From an optimization exercise on the open Yosys and OpenROAD flow, aimed at small area; shortcuts taken in it are not production practice. At most, simulation tests tie the RTL to the original design; equivalence was not proved. Function not checked in run 2: the RTL went through the layout flow alone.

==> design.v <==
module golife #(
	parameter SIDEWIDTH = 16
)(
	clk,
	rst,
	load,
	run,
	ingrid,
	grid
);
    input	wire	clk;
    input	wire	rst;
    input	wire	load;
    input	wire	run;
    input	wire	[SIDEWIDTH-1:0][SIDEWIDTH-1:0]	ingrid;
    output	wire	[SIDEWIDTH-1:0][SIDEWIDTH-1:0]	grid;
    genvar i, j;
    generate
        for (i = 0; i < SIDEWIDTH; i = i + 1) begin: row
            for (j = 0; j < SIDEWIDTH; j = j + 1) begin: column
                game_cell game_cell_inst(
                    .clk(clk),
                    .rst(rst),
                    .load(load),
                    .run(run),
                    .right_upper(grid[(SIDEWIDTH+(i+1))%SIDEWIDTH][(SIDEWIDTH+(j+1))%SIDEWIDTH]),
                    .right      (grid[(SIDEWIDTH+(i  ))%SIDEWIDTH][(SIDEWIDTH+(j+1))%SIDEWIDTH]),
                    .right_lower(grid[(SIDEWIDTH+(i-1))%SIDEWIDTH][(SIDEWIDTH+(j+1))%SIDEWIDTH]),
                    .lower      (grid[(SIDEWIDTH+(i-1))%SIDEWIDTH][(SIDEWIDTH+(j  ))%SIDEWIDTH]),
                    .left_lower (grid[(SIDEWIDTH+(i-1))%SIDEWIDTH][(SIDEWIDTH+(j-1))%SIDEWIDTH]),
                    .left       (grid[(SIDEWIDTH+(i  ))%SIDEWIDTH][(SIDEWIDTH+(j-1))%SIDEWIDTH]),
                    .left_upper (grid[(SIDEWIDTH+(i+1))%SIDEWIDTH][(SIDEWIDTH+(j-1))%SIDEWIDTH]),
                    .upper      (grid[(SIDEWIDTH+(i+1))%SIDEWIDTH][(SIDEWIDTH+(j  ))%SIDEWIDTH]),
                    .self       (grid[(SIDEWIDTH+(i  ))%SIDEWIDTH][(SIDEWIDTH+(j  ))%SIDEWIDTH]),
                    .inself     (ingrid[i][j]));
            end
        end
    endgenerate
endmodule    
module game_cell(
    clk,
    rst,
    load,
    run,
    right_upper,
    right,
    right_lower,
    lower,
    left_lower,
    left,
    left_upper,
    upper,
    self,
    inself
);
    input wire clk;
    input wire rst;
    input wire load;
    input wire run;
    input wire right_upper;
    input wire right;
    input wire right_lower;
    input wire lower;
    input wire left_lower;
    input wire left;
    input wire left_upper;
    input wire upper;
    output reg self;
    input wire inself;
    parameter LIVE = 1'b1;
    parameter DEAD = 1'b0;
    reg state;
    wire [3:0] liveCells;
    assign liveCells = right_upper + right + right_lower + lower + left_lower + left + left_upper + upper;
    always @(posedge clk) begin
        if (rst) begin
            self <= DEAD;
        end
        else begin
            if (load) begin
                self <= inself;
            end
            else if (run) begin
                if (liveCells < 2) begin
                    self <= DEAD;
                end
                else if (liveCells > 3) begin
                    self <= DEAD;
                end
                else if (liveCells == 3) begin
                    self <= LIVE;
                end
            end
        end
    end
endmodule
==> run.sh <==
#!/bin/bash
# synth_recipe.tcl (not shown) runs the flow's synth.tcl, then flattens the netlist and writes it again
# the make line also repeats each setting of config.mk as NAME=value (left out here)
make -C /OpenROAD-flow-scripts/flow DESIGN_CONFIG=/design/flow/config.mk WORK_HOME=/design/flow/orfs CLKGATE_MAP_FILE= SYNTH_SCRIPT=/design/flow/synth_recipe.tcl finish
==> config.mk <==
export PLATFORM = sky130hd
export DESIGN_NAME = golife
export DESIGN_NICKNAME = golife
export VERILOG_FILES = /design/flow/design.v
export SDC_FILE = /design/flow/constraint.sdc
export NUM_CORES = 4
export LEC_CHECK = 0
export CAP_MARGIN = 20
export CORE_MARGIN = 2
export CORE_UTILIZATION = 40
export SLEW_MARGIN = 20
==> constraint.sdc <==
create_clock -name core_clock -period 5.0 [get_ports {clk}]
set_input_delay 1.0000 -clock core_clock [delete_from_list [all_inputs] [get_ports {clk}]]
set_output_delay 1.0000 -clock core_clock [all_outputs]
set_load 0.01 [all_outputs]
==> results of run 1 <==
-- cell families after synthesis --
| group | Yosys count |
|---|---|
| buffers and inverters | 2001 |
| adders and majority gates | 1792 |
| and+or+nand+nor | 1244 |
| AOI/OAI and AO/OA | 777 |
| DFF | 256 |
-- per-layer routing --
metal  track usage, %  up-vias  part of all wire [%]  routed length (um)
li1                 -    20100                     -                   -
met1             34.0    22400                    43               80000
met2             43.2     1207                    47               88600
met3             4.84      267                   6.1               11500
met4             9.87        4                   4.2                7950
met5                0        -                 0.013                  25
-- area by class of cell --
class,instances,area share [%]
repair buffers,566,8.94
clock inverters,5,0.0784
clock buffers,63,1.92
inverters,1546,9.10
well taps,1890,3.71
flip-flops and latches,256,8.03
multi-input cells,3813,68.2
-- synth_stat cells --
| cell type | number | area (um2) |
|---|---|---|
| buf_2 | 44 | 220 |
| a21oi_1 | 256 | 1280 |
| a211oi_1 | 256 | 1920 |
| nor3b_1 | 126 | 946 |
| nand3_1 | 135 | 676 |
| fa_1 | 1024 | 20500 |
| nand4_1 | 111 | 694 |
| clkbuf_2 | 1 | 5.00 |
| nand4b_1 | 1 | 8.76 |
| or4b_2 | 34 | 340 |
| nor4_1 | 8 | 50.1 |
| nand2b_1 | 247 | 1550 |
| a211o_1 | 9 | 78.8 |
| or4b_1 | 230 | 2300 |
| ha_1 | 768 | 9610 |
| or4_1 | 1 | 7.51 |
| inv_1 | 1546 | 5800 |
| nor3_1 | 1 | 5.00 |
| nor2_1 | 349 | 1310 |
| nor4b_1 | 1 | 8.76 |
| buf_6 | 5 | 56.3 |
| buf_1 | 8 | 30.0 |
| buf_4 | 256 | 1920 |
| clkbuf_1 | 141 | 529 |
| dfxtp_1 | 256 | 5120 |
| a311oi_1 | 256 | 2240 |
-- metrics by stage --
stage / cell area [um2] / hold WS (ns)
finish: 63800 / 0.693
global route: 63800 / 0.739
CTS: 63800 / 0.694
detailed placement: 62500 / 0.685
global placement: 62500 / 0.687
floorplan: 57200 / 0.604
-- critical path: cells and delay by family (launching register included) --
family	cells	cell delay (ns)
flip-flops	1	0.59
AND/OR/NAND/NOR	1	0.52
adder cells (fa/ha/maj)	4	1.96
AO/OA/AOI/OAI	2	0.45
buffers and inverters	1	0.38
-- layout by cell type (no fill, tap or decap), types with 3 or more instances in the layout --
cell / n
ha_1: 768
clkinv_2: 4
or4b_1: 230
or4b_2: 34
buf_12: 12
nor4_1: 8
nand3_1: 135
a21oi_1: 256
clkbuf_8: 3
nand2b_1: 247
a211oi_1: 256
nor3b_1: 126
nand4_1: 111
a211o_1: 9
nor2_1: 348
buf_8: 3
clkbuf_16: 45
clkbuf_1: 15
a311oi_1: 256
dfxtp_1: 256
buf_4: 39
clkdlybuf4s50_1: 512
inv_1: 1546
fa_1: 1024
-- worst max path at each step --
| stage | start | to | slack [ns] |
|---|---|---|---|
| after floorplan | row[3].column[1].game_cell_inst.self | row[4].column[2].game_cell_inst.self | 1.58 |
| after global placement | row[3].column[5].game_cell_inst.self | row[4].column[6].game_cell_inst.self | 1.09 |
| after detailed placement | row[3].column[5].game_cell_inst.self | row[4].column[6].game_cell_inst.self | 1.06 |
| after CTS | row[3].column[5].game_cell_inst.self | row[4].column[6].game_cell_inst.self | 1.05 |
| after global routing | row[3].column[5].game_cell_inst.self | row[4].column[6].game_cell_inst.self | 0.96 |
| final | row[3].column[5].game_cell_inst.self | row[4].column[6].game_cell_inst.self | 1.02 |
==> impl_metrics.csv, run 1 <==
group,metric,value,unit
run_status,status,"complete, no violations",
floorplan,initial_utilization,40.4,%
timing,worst_slack,1.02,ns
route,wire_per_inst,23.1,um
floorplan,rows,138,
floorplan,die_w,382,um
layout,largest_registers,"row.column.game_cell_inst.self (256)",
worst_setup_path,end_kind,"flip-flop",
synth,syn_area,57200,um2
grt,grt_start_max_net_pins,173,
place,place_ws,1.06,ns
timing,hold_viol_final,0,
timing,skew,0.0166,ns
layout,syn2layout_area_growth,11.5,%
layout,fillers,13400,
route,postRouteAntennaNets,0,
cts,cts_tree,"done",
layout,layout.nets,8279,
route,viasPerCell,5.40,
synth,syn_area_per_cell,9.43,um2
layout,fin_cells,8139,
timing,finalSetupViolations,0,
floorplan,core-area,142000,um2
cts,postCtsSetupBuffers,0,
layout,largest_reg_flops,256,
cts,clock-sinks,256,
worst_setup_path,reg2reg_slack,1.02,ns
worst_setup_path,crit_slowest_cell,"fa_1",
worst_setup_path,crit_chain,"inv_1 -> fa_1 -> fa_1 -> fa_1 -> fa_1 -> or4b_1 -> a211o_1 -> a311oi_1",
timing,period_minus_slack,3.98,ns
timing,rsz0062_at_grt,"false",
synth,synth_cell_type_count,26,
timing,max_freq,251,MHz
synth,synth-xor-area-share,0,%
worst_setup_path,critPathKind,"reg2reg",
layout,multiInputGateArea,43500,um2
synth,netlist_instances,6070,
min_path,min_path_cells,2,
synth,synth_top_family_by_area,"adder cells",
synth,synth-seq-cells,256,
route,totalWireLength,188000,um
place,dp.cells,8071,
route,drc,0,
synth,synthAdderAreaFrac,52.6,%
layout,antenna_cells,0,
timing,finalCritPeriodShare,79.6,%
route,drt_first_pass_iters,7,
synth,synth_fp_nets,8122,
grt,antenna_found_initial,2,
synth,synth_compound_area_share,9.65,%
place,gp_congestion,0.894,
place,post-dp-hpwl,152000,um
worst_setup_path,critPathMaxFanout,6,
layout,drive_gt1_share,2.27,%
layout,seq_area,5120,um2
timing,drv_slew,0,
grt,grt.overflow.total,0,
grt,grt_pass1_wl,289000,um
route,vias,43900,
worst_setup_path,path_common_cell,"fa_1",
worst_setup_path,cp.required,5.53,ns
cts,insertion_delay,0.62,ns
route,drtIter0Drc,2723,
worst_setup_path,start_kind,"flip-flop",
cts,cts_buffers,44,
cts,cts_root_buf,"clkbuf_16",
floorplan,die_area,146000,um2
floorplan,die_height,382,um
place,port_buffers,515,
synth,synth_mux_area_share,0,%
grt,grt_pass1_vias,46400,
timing,finalSetupTns,0,ns
worst_setup_path,critPathArrivalTime,4.51,ns
worst_setup_path,reg2reg_depth,8,
run,drv_cap,0,
synth,yosys.area_share.simple,13.8,%
cts,clkTransAtPathRegs,0.05,ns
synth,ys_warn_count,1,
cts,cts.path.max_buffers,3,
floorplan,ioPinCount,516,
cts,ctsHoldBuffers,0,
min_path,hold_class,"reg2reg",
worst_setup_path,r2r_start,"row[3].column[5].game_cell_inst.self",
grt,track_usage,26.2,%
worst_setup_path,r2r_end,"row[4].column[6].game_cell_inst.self",
layout,post-route-util,45.0,%
timing,worst_slew_pin_slew,0.994,ns
timing,maxSlewHeadroom,33.7,%
synth,ys_seq_area_share,8.96,%
min_path,hold_start,"row[4].column[14].game_cell_inst.self",
cts,htree_num_levels,2,
min_path,hold_end,"row[4].column[14].game_cell_inst.self",
layout,top_register,"row.column.game_cell_inst.self",
worst_setup_path,cpPeakStageDelay,0.65,ns
cts,cts_resized,0,
==> run 2: changes to the inputs <==
==> design.v (replaced) <==
module golife #(
	parameter SIDEWIDTH = 16
)(
	input  wire clk,
	input  wire rst,
	input  wire load,
	input  wire run,
	input  wire [SIDEWIDTH-1:0][SIDEWIDTH-1:0] ingrid,
	output reg  [SIDEWIDTH-1:0][SIDEWIDTH-1:0] grid
);
    localparam N = SIDEWIDTH;
    wire ld = ~rst & load;
    wire rn = ~rst & ~load & run;
    wire hd = ~rst & ~load & ~run;
    wire [N-1:0][N-1:0] h0, h1;
    wire [N/2-1:0][N-1:0] t0, t1, be, de;
    genvar i, j;
    generate
        for (i = 0; i < N; i = i + 1) begin: row
            for (j = 0; j < N; j = j + 1) begin: col
                gl_fa u_h3(.a(grid[i][(j+N-1)%N]), .b(grid[i][j]), .c(grid[i][(j+1)%N]),
                           .s(h0[i][j]), .co(h1[i][j]));
            end
        end
        for (i = 0; i < N/2; i = i + 1) begin: prow
            for (j = 0; j < N; j = j + 1) begin: pcol
                gl_pair u_t(.a0(h0[2*i][j]), .a1(h1[2*i][j]), .b0(h0[2*i+1][j]), .b1(h1[2*i+1][j]),
                            .rn(rn), .t0(t0[i][j]), .t1(t1[i][j]), .be(be[i][j]), .de(de[i][j]));
            end
        end
        for (i = 0; i < N; i = i + 1) begin: crow
            for (j = 0; j < N; j = j + 1) begin: ccol
                localparam P = i / 2;
                localparam O = (i % 2 == 0) ? (i + N - 1) % N : (i + 1) % N;
                wire d;
                gl_next u_n(.t0(t0[P][j]), .t1(t1[P][j]), .be(be[P][j]), .de(de[P][j]),
                            .h0(h0[O][j]), .h1(h1[O][j]), .g(grid[i][j]), .in(ingrid[i][j]),
                            .ld(ld), .hd(hd), .d(d));
                always @(posedge clk) grid[i][j] <= d;
            end
        end
    endgenerate
endmodule
module gl_fa(input wire a, input wire b, input wire c, output wire s, output wire co);
    assign s = a ^ b ^ c;
    assign co = (a & b) | (a & c) | (b & c);
endmodule
module gl_pair(input wire a0, input wire a1, input wire b0, input wire b1, input wire rn,
               output wire t0, output wire t1, output wire be, output wire de);
    wire cy = a0 & b0;
    wire t2;
    assign t0 = a0 ^ b0;
    gl_fa u_fa(.a(a1), .b(b1), .c(cy), .s(t1), .co(t2));
    assign be = rn & ~t2;
    assign de = rn & ~t0 & (t1 ^ t2);
endmodule
module gl_next(input wire t0, input wire t1, input wire be, input wire de,
               input wire h0, input wire h1, input wire g, input wire in,
               input wire ld, input wire hd, output wire d);
    wire x1 = t1 ^ h1;
    wire x0 = t0 ^ h0;
    assign d = (ld & in) | (hd & g) | (be & x1 & x0) | (g & (h0 ? (x1 & be) : (~x1 & de)));
endmodule
==> flow/run.sh (new file) <==
#!/bin/bash
# Own layout flow: the standard ORFS flow, with the port buffers made with the
# smallest buffer cell (buf_1) instead of the one buffer_ports picks by default.
set -euo pipefail
export BUFFER_PORTS_ARGS="-buffer_cell sky130_fd_sc_hd__buf_1"
bash standard.sh > standard_flow.log 2>&1
==> standard.sh (new file) <==
#!/bin/bash
# synth_recipe.tcl (not shown) runs the flow's synth.tcl, then flattens the netlist and writes it again
# the make line also repeats each setting of config.mk as NAME=value (left out here)
make -C /OpenROAD-flow-scripts/flow DESIGN_CONFIG=/design/flow/config.mk WORK_HOME=/design/flow/orfs CLKGATE_MAP_FILE= SYNTH_SCRIPT=/design/flow/synth_recipe.tcl "${@:-finish}"
--- a/config.mk
+++ b/config.mk
@@ -7,5 +7,6 @@
 export LEC_CHECK = 0
 export CAP_MARGIN = 20
 export CORE_MARGIN = 2
-export CORE_UTILIZATION = 40
+export CORE_UTILIZATION = 60
 export SLEW_MARGIN = 20
+export SYNTH_HIERARCHICAL = 1
removed: run.sh
==> run 2 against run 1 <==
Design area down 39%. Worst setup slack better by 1.0 ns. Wire length down 42%. Critical path type unchanged.
==> impl_metrics.csv, run 2 <==
group,metric,value,unit
timing,worst_slew_pin_slew,1.02,ns
timing,finalSetupTns,0,ns
synth,synth_compound_area_share,13.1,%
run_status,status,"complete, no violations",
worst_setup_path,crit_chain,"fa_1 -> ha_1 -> fa_1 -> xnor2_1 -> nor3b_2 -> nand2b_1 -> mux2i_1 -> a211o_1",
synth,ys_seq_area_share,14.9,%
synth,netlist_instances,3203,
worst_setup_path,end_kind,"flip-flop",
run,drv_cap,0,
worst_setup_path,cpPeakStageDelay,0.67,ns
synth,synthAdderAreaFrac,27.1,%
synth,yosys-top-cells-count,"xor2_1, fa_1",
grt,grt_start_max_net_pins,71,
synth,syn_area,34300,um2
floorplan,die_height,243,um
cts,insertion_delay,0.58,ns
synth,synth-xor-area-share,16.3,%
grt,antenna_found_initial,28,
cts,ctsHoldBuffers,0,
route,drtIter0Drc,1619,
layout,layout_common_cells,"buf_1, xor2_1, fa_1",
worst_setup_path,start_kind,"flip-flop",
timing,finalCritPeriodShare,58.8,%
route,drt_first_pass_iters,7,
timing,skew,0.0214,ns
cts,htree_num_levels,2,
synth,ys_warn_count,7,
cts,postCtsSetupBuffers,0,
cts,clkTransAtPathRegs,0.06,ns
floorplan,core-area,56500,um2
synth,netlist_top_cells_area,"fa_1, dfxtp_1, xor2_1",
timing,drv_slew,0,
synth,synth-edff-count,0,
worst_setup_path,r2r_end,"grid[225]",
route,drc,0,
layout,fillers,4514,
synth,synth-seq-cells,256,
synth,yosys.area.top_type,"fa_1",
synth,synth_fp_nets,3975,
timing,period_minus_slack,2.94,ns
route,postRouteAntennaNets,0,
worst_setup_path,crit_slowest_cell,"dfxtp_1",
min_path,hold_class,"reg2reg",
worst_setup_path,r2r_start,"grid[226]",
timing,finalSetupViolations,0,
floorplan,initial_utilization,60.7,%
worst_setup_path,path_common_cell,"fa_1",
place,post-dp-hpwl,88200,um
worst_setup_path,critPathKind,"reg2reg",
floorplan,ioPinCount,516,
grt,track_usage,36.4,%
route,wire_per_inst,23.7,um
synth,synth_cell_type_count,15,
timing,hold_viol_final,0,
synth,synth_top_area_share,22.4,%
timing,max_freq,340,MHz
synth,yosys.area_share.simple,21.1,%
synth,syn_area_per_cell,10.7,um2
layout,seq_area,5120,um2
worst_setup_path,reg2reg_depth,8,
layout,syn2layout_area_growth,13.1,%
place,post_dp_cell_area,37400,um2
layout,layout_commonest_cell,"buf_1",
synth,async_flop_share,0,%
layout,top_register,"grid",
synth,yosys.cell_count.top_type,"xor2_1",
synth,synth_flop_cell,"dfxtp_1",
route,viasPerCell,6.18,
cts,cts.path.max_buffers,3,
cts,cts_tree,"done",
layout,multiInputGateArea,29200,um2
layout,final_area,38800,um2
worst_setup_path,reg2reg_slack,2.06,ns
worst_setup_path,cp_num_buf_inv,0,
cts,cts_buffers,38,
place,port_buffers,515,
route,vias,28300,
cts,clock-sinks,256,
layout,largest_registers,"grid (256)",
worst_setup_path,critPathTopFamily,"adder cells",
layout,layout.nets,4547,
layout,drive_gt1_share,15.5,%
timing,rsz0062_at_grt,"false",
min_path,hold_start,"grid[172]",
grt,grt.overflow.total,0,
grt,grt_pass1_wl,168000,um
synth,synth_top_family_by_area,"adder cells",
layout,largest_reg_flops,256,
worst_setup_path,cp.required,5.45,ns
floorplan,rows,87,
cts,cts_root_buf,"clkbuf_16",
grt,grt_pass1_vias,29100,
worst_setup_path,critPathArrivalTime,3.39,ns
min_path,hold_end,"grid[172]",
min_path,min_path_cells,1,
place,gp_congestion,0.958,
route,totalWireLength,108000,um
timing,maxSlewHeadroom,31.5,%
floorplan,die_w,243,um
worst_setup_path,critPathMaxFanout,6,
synth,synth_mux_area_share,7.47,%
cts,cts_resized,0,
floorplan,die_area,59100,um2
run 2: cell types whose count changed after synthesis, moves of 349 or more:
| cell | delta |
|---|---|
| inv_1 | -1546 |
| fa_1 | -640 |
| ha_1 | -640 |
| xor2_1 | +512 |
| nor2_1 | -349 |
run 2: worst max path at each step:
stage	slack, ns	depth (start not counted)	to	from
finish	2.06	8	grid[225]	grid[226]
global route	1.93	8	grid[225]	grid[226]
CTS	2.07	8	grid[225]	grid[226]
detailed placement	1.79	7	grid[244]	rst
global placement	1.87	7	grid[196]	rst
floorplan	-0.97	3	grid[0]	run
run 2: logic make-up (layout without fill, tap and decap cells):
| family | Yosys count | in the layout |
|---|---|---|
| flip-flops | 256 | 256 |
| XOR/XNOR | 640 | 640 |
| adder cells (fa/ha/maj) | 512 | 512 |
| other | 0 | 18 |
| AO/OA/AOI/OAI | 512 | 512 |
| buffers and inverters | 0 | 601 |
| multiplexers | 256 | 256 |
| AND/OR/NAND/NOR | 1027 | 1027 |
run 2: layout make-up:
type	count	area share, %
Tap cell	756	2.44
Sequential cell	256	13.2
Antenna cell	18	0.116
Timing Repair Buffer	532	5.60
Multi-Input combinational cell	2947	75.3
Clock buffer	65	3.21
Clock inverter	4	0.116
run 2: per-layer routing:
metal | up-vias | routed length, um | GRT usage, % | share of wire, %
li1 | 12800 | - | - | -
met1 | 14300 | 45000 | 47.0 | 42
met2 | 905 | 50600 | 59.5 | 47
met3 | 231 | 8180 | 8.54 | 7.5
met4 | 18 | 4420 | 13.7 | 4.1
met5 | - | 118 | 0 | 0.11
run 2: stage by stage:
stage	hold WS (ns)	cells	utilization, %	setup WS [ns]
after floorplan	0.677	3203	-	-0.971
after global placement	0.687	4491	66.3	1.87
after detailed placement	0.694	4491	66.3	1.79
after CTS	0.701	4560	68.6	2.07
after global routing	0.726	4572	68.6	1.93
final	0.699	4578	68.6	2.06
run 2: per-module statistics from Yosys, one instance, submodules excluded:
| module | area [um2] | copies in the design | cells inside |
|---|---|---|---|
| golife | 5150 | 1 | 259 |
| gl_next | 62.6 | 256 | 8 |
| gl_pair | 42.5 | 128 | 4 |
| gl_fa | 20.0 | 384 | 1 |
==> run 3: changes to the inputs <==
==> design.v (replaced) <==
module golife #(
	parameter SIDEWIDTH = 16
)(
	input  wire clk,
	input  wire rst,
	input  wire load,
	input  wire run,
	input  wire [SIDEWIDTH-1:0][SIDEWIDTH-1:0] ingrid,
	output reg  [SIDEWIDTH-1:0][SIDEWIDTH-1:0] grid
);
    localparam N = SIDEWIDTH;
    wire [N-1:0][N-1:0] h0, h1;
    wire [N/2-1:0][N-1:0] t0, t1, t2, ty;
    genvar i, j;
    generate
        for (i = 0; i < N; i = i + 1) begin: row
            for (j = 0; j < N; j = j + 1) begin: col
                gl_fa u_h3(.a(grid[i][(j+N-1)%N]), .b(grid[i][j]), .c(grid[i][(j+1)%N]),
                           .s(h0[i][j]), .co(h1[i][j]));
            end
        end
        for (i = 0; i < N/2; i = i + 1) begin: prow
            for (j = 0; j < N; j = j + 1) begin: pcol
                gl_pair u_t(.a0(h0[2*i][j]), .a1(h1[2*i][j]), .b0(h0[2*i+1][j]), .b1(h1[2*i+1][j]),
                            .t0(t0[i][j]), .t1(t1[i][j]), .t2(t2[i][j]), .y(ty[i][j]));
            end
        end
        for (i = 0; i < N; i = i + 1) begin: crow
            for (j = 0; j < N; j = j + 1) begin: ccol
                localparam P = i / 2;
                localparam O = (i % 2 == 0) ? (i + N - 1) % N : (i + 1) % N;
                wire d;
                gl_next u_n(.t0(t0[P][j]), .t1(t1[P][j]), .t2(t2[P][j]), .y(ty[P][j]),
                            .h0(h0[O][j]), .h1(h1[O][j]), .g(grid[i][j]), .in(ingrid[i][j]),
                            .rst(rst), .load(load), .run(run), .d(d));
                always @(posedge clk) grid[i][j] <= d;
            end
        end
    endgenerate
endmodule
module gl_fa(input wire a, input wire b, input wire c, output wire s, output wire co);
    assign s = a ^ b ^ c;
    assign co = (a & b) | (a & c) | (b & c);
endmodule
module gl_pair(input wire a0, input wire a1, input wire b0, input wire b1,
               output wire t0, output wire t1, output wire t2, output wire y);
    wire cy = a0 & b0;
    assign t0 = a0 ^ b0;
    gl_fa u_fa(.a(a1), .b(b1), .c(cy), .s(t1), .co(t2));
    assign y = t1 ^ t2;
endmodule
module gl_next(input wire t0, input wire t1, input wire t2, input wire y,
               input wire h0, input wire h1, input wire g, input wire in,
               input wire rst, input wire load, input wire run, output wire d);
    wire x1 = t1 ^ h1;
    wire A  = ~t2 & x1;
    wire nxt = h0 ? (A & (~t0 | g)) : (t0 ? A : (g & ~x1 & y));
    assign d = rst ? 1'b0 : load ? in : run ? nxt : g;
endmodule
==> run.sh (new file) <==
#!/bin/bash
# synth_recipe.tcl (not shown) runs the flow's synth.tcl, then flattens the netlist and writes it again
# the make line also repeats each setting of config.mk as NAME=value (left out here)
make -C /OpenROAD-flow-scripts/flow DESIGN_CONFIG=/design/flow/config.mk WORK_HOME=/design/flow/orfs CLKGATE_MAP_FILE= SYNTH_SCRIPT=/design/flow/synth_recipe.tcl finish
removed: flow/run.sh
removed: standard.sh
==> run 3 against run 2 <==
Area after synthesis grew 1.3%. Highest routed layer unchanged. Maximum frequency grew 1.6%. Cell count grew 11%. Flip-flop and latch count is the same. Clock-buffer cell count is 10 lower. Still clean on timing, DRC and antenna.
==> impl_metrics.csv, run 3 <==
group,metric,value,unit
run_status,status,"complete, no violations",
worst_setup_path,cp_num_buf_inv,1,
route,postRouteAntennaNets,0,
grt,track_usage,37.0,%
place,gp_congestion,0.939,
cts,cts_resized,0,
floorplan,die_height,245,um
layout,largest_registers,"grid (256)",
cts,cts_tree,"done",
worst_setup_path,crit_chain,"clkdlybuf4s50_1",
layout,layout.nets,5055,
timing,finalSetupTns,0,ns
cts,clkTransAtPathRegs,0.06,ns
floorplan,rows,88,
cts,clock-sinks,256,
worst_setup_path,crit_slowest_cell,"clkdlybuf4s50_1",
synth,synth_cell_type_count,14,
route,vias,32400,
floorplan,ioPinCount,516,
cts,htree_num_levels,2,
floorplan,core-area,57500,um2
worst_setup_path,end_kind,"output port",
synth,ys_seq_area_share,14.7,%
synth,yosys.area.top_type,"fa_1",
timing,rsz0062_at_grt,"false",
synth,synthAdderAreaFrac,26.7,%
place,place_ws,2.22,ns
cts,ctsHoldBuffers,0,
synth,synth_top_area_share,22.1,%
run,drv_cap,0,
synth,netlist_instances,3712,
worst_setup_path,critPathKind,"reg2out",
timing,hold_viol_final,0,
floorplan,die_area,59900,um2
route,drtIter0Drc,2541,
timing,worst_slack,2.11,ns
layout,syn2layout_area_growth,21.4,%
cts,postCtsSetupBuffers,0,
synth,yosys.cell_count.top_type,"a21oi_1",
synth,synth-edff-count,0,
timing,worst_slew_pin_slew,0.892,ns
worst_setup_path,cp.required,4.00,ns
synth,synth-seq-cells,256,
synth,syn_area_per_cell,9.36,um2
place,post-dp-hpwl,86800,um
grt,grt.overflow.total,0,
synth,synth_fp_nets,4484,
route,drt_first_pass_iters,5,
floorplan,initial_utilization,60.5,%
route,drc,0,
synth,async_flop_share,0,%
grt,grt_pass1_vias,30800,
timing,drv_slew,0,
synth,ys_warn_count,7,
timing,finalSetupViolations,0,
route,wire_per_inst,22.1,um
synth,synth-xor-area-share,9.68,%
layout,largest_reg_flops,256,
timing,finalCritPeriodShare,57.9,%
synth,yosys.area_share.simple,32.3,%
worst_setup_path,cpPeakStageDelay,0.74,ns
timing,max_freq,346,MHz
worst_setup_path,critPathArrivalTime,1.89,ns
timing,maxSlewHeadroom,40.5,%
grt,grt_pass1_wl,175000,um
min_path,hold_class,"reg2reg",
layout,top_register,"grid",
layout,drive_gt1_share,1.53,%
synth,synth_top_family_by_area,"simple AND/OR/NAND/NOR gates",
route,totalWireLength,112000,um
synth,syn_area,34800,um2
grt,antenna_found_initial,1,
grt,grt_start_max_net_pins,134,
cts,cts_buffers,36,
synth,yosys-top-cells-count,"a21oi_1, fa_1",
synth,synth_mux_area_share,0,%
floorplan,die_w,245,um
place,port_buffers,515,
route,viasPerCell,6.39,
synth,synth_flop_cell,"dfxtp_1",
worst_setup_path,critPathTopFamily,"buffers and inverters",
cts,cts.path.max_buffers,3,
synth,netlist_top_cells_area,"fa_1, dfxtp_1, and4bb_1",
layout,layout_common_cells,"a21oi_1, clkdlybuf4s50_1, fa_1",
timing,skew,0.0155,ns
worst_setup_path,critPathMaxFanout,7,
synth,synth_compound_area_share,13.8,%
layout,fillers,4497,
cts,insertion_delay,0.56,ns
timing,period_minus_slack,2.89,ns
cts,cts_root_buf,"clkbuf_16",
worst_setup_path,start_kind,"flip-flop",
[run 3: layout make-up]
class	count	area, um2	area share (%)
Clock buffer	55	1050	2.50
Tap cell	765	957	2.27
Antenna cell	1	2.50	0.00593
Sequential cell	256	5120	12.1
Clock inverter	2	10.0	0.0237
Multi-Input combinational cell	3200	28700	67.9
Inverter	256	961	2.28
Timing Repair Buffer	533	5430	12.9
[run 3: cell families after synthesis]
group,count (synthesis)
buffers and inverters,256
and+or+nand+nor,1536
adders and majority gates,512
DFF,256
xor gates and xnor gates,384
AOI/OAI and AO/OA,768
[run 3: Yosys stat by module (local to each module, per instance)]
module	times used	cells inside	cell area, um2	flip-flops and latches
gl_fa	384	1	20.0	0
golife	1	256	5120	256
gl_pair	128	2	21.3	0
gl_next	256	11	75.1	0
[run 3: routing by layer]
metal	part of all wire, %	wire, um	vias to the layer above	GRT usage, %
met1	41	45800	15900	50.3
met4	4.2	4710	2	15.1
met3	8.6	9640	240	5.87
met2	46	51800	1296	59.0
li1	-	-	15000	-
met5	0.0089	10	-	0
[run 3: through the flow]
step | util (%) | cells | area [um2] | hold slack [ns]
detailed placement | 71.6 | 5010 | 41100 | 0.798
global route | 73.4 | 5067 | 42200 | 0.852
CTS | 73.4 | 5067 | 42200 | 0.807
finish | 73.4 | 5068 | 42200 | 0.803
global placement | 71.6 | 5010 | 41100 | 0.779
floorplan | - | 3712 | 34800 | 0.779
[run 3: path summary, 6_finish.rpt]
| kind | startpoint | endpoint | slack [ns] | cells after the start |
|---|---|---|---|---|
| worst min-delay path | grid[168] | grid[168] | 0.80 | 3 |
| worst min register to register | grid[168] | grid[168] | 0.80 | 3 |
| worst max-delay path | grid[128] | grid[128] | 2.11 | 1 |
| worst max register to register | grid[64] | grid[80] | 2.17 | 7 |

-- afterwards: timing with drivers on the ports --
The results above use ideal ports. As a check the final layouts listed here were re-extracted and re-timed, cells and wires unchanged. Step 1 assumes that a clkbuf_16 drives the clock port and a buf_2 every other input. Step 2 moves the port delays by t, midway between the first and last clock arrival at a register: inputs arrive t later, outputs are due t later. That takes back most of the time a late clock gives input paths. a / b / c = no drivers / after step 1 / after step 2; a / b = the first two.
| run | shift t [ns] | slack for setup (ns) | worst hold slack (ns) | latest minus earliest clock arrival (ns) |
|---|---|---|---|---|
| run 1 | 0.688 | 1.020 / 1.020 / 1.020 | 0.693 / 0.693 / 0.693 | 0.023 / 0.023 |
| run 2 | 0.633 | 2.059 / 2.059 / 1.756 | 0.699 / 0.682 / 0.699 | 0.025 / 0.025 |
| run 3 | 0.619 | 2.106 / 2.042 / 2.142 | 0.803 / 0.803 / 0.803 | 0.018 / 0.017 |
After both steps every run listed still meets setup and hold. For run 2, which loses most, drivers alone change the setup slack by 0.000 ns; drivers and shift together by -0.303 ns.
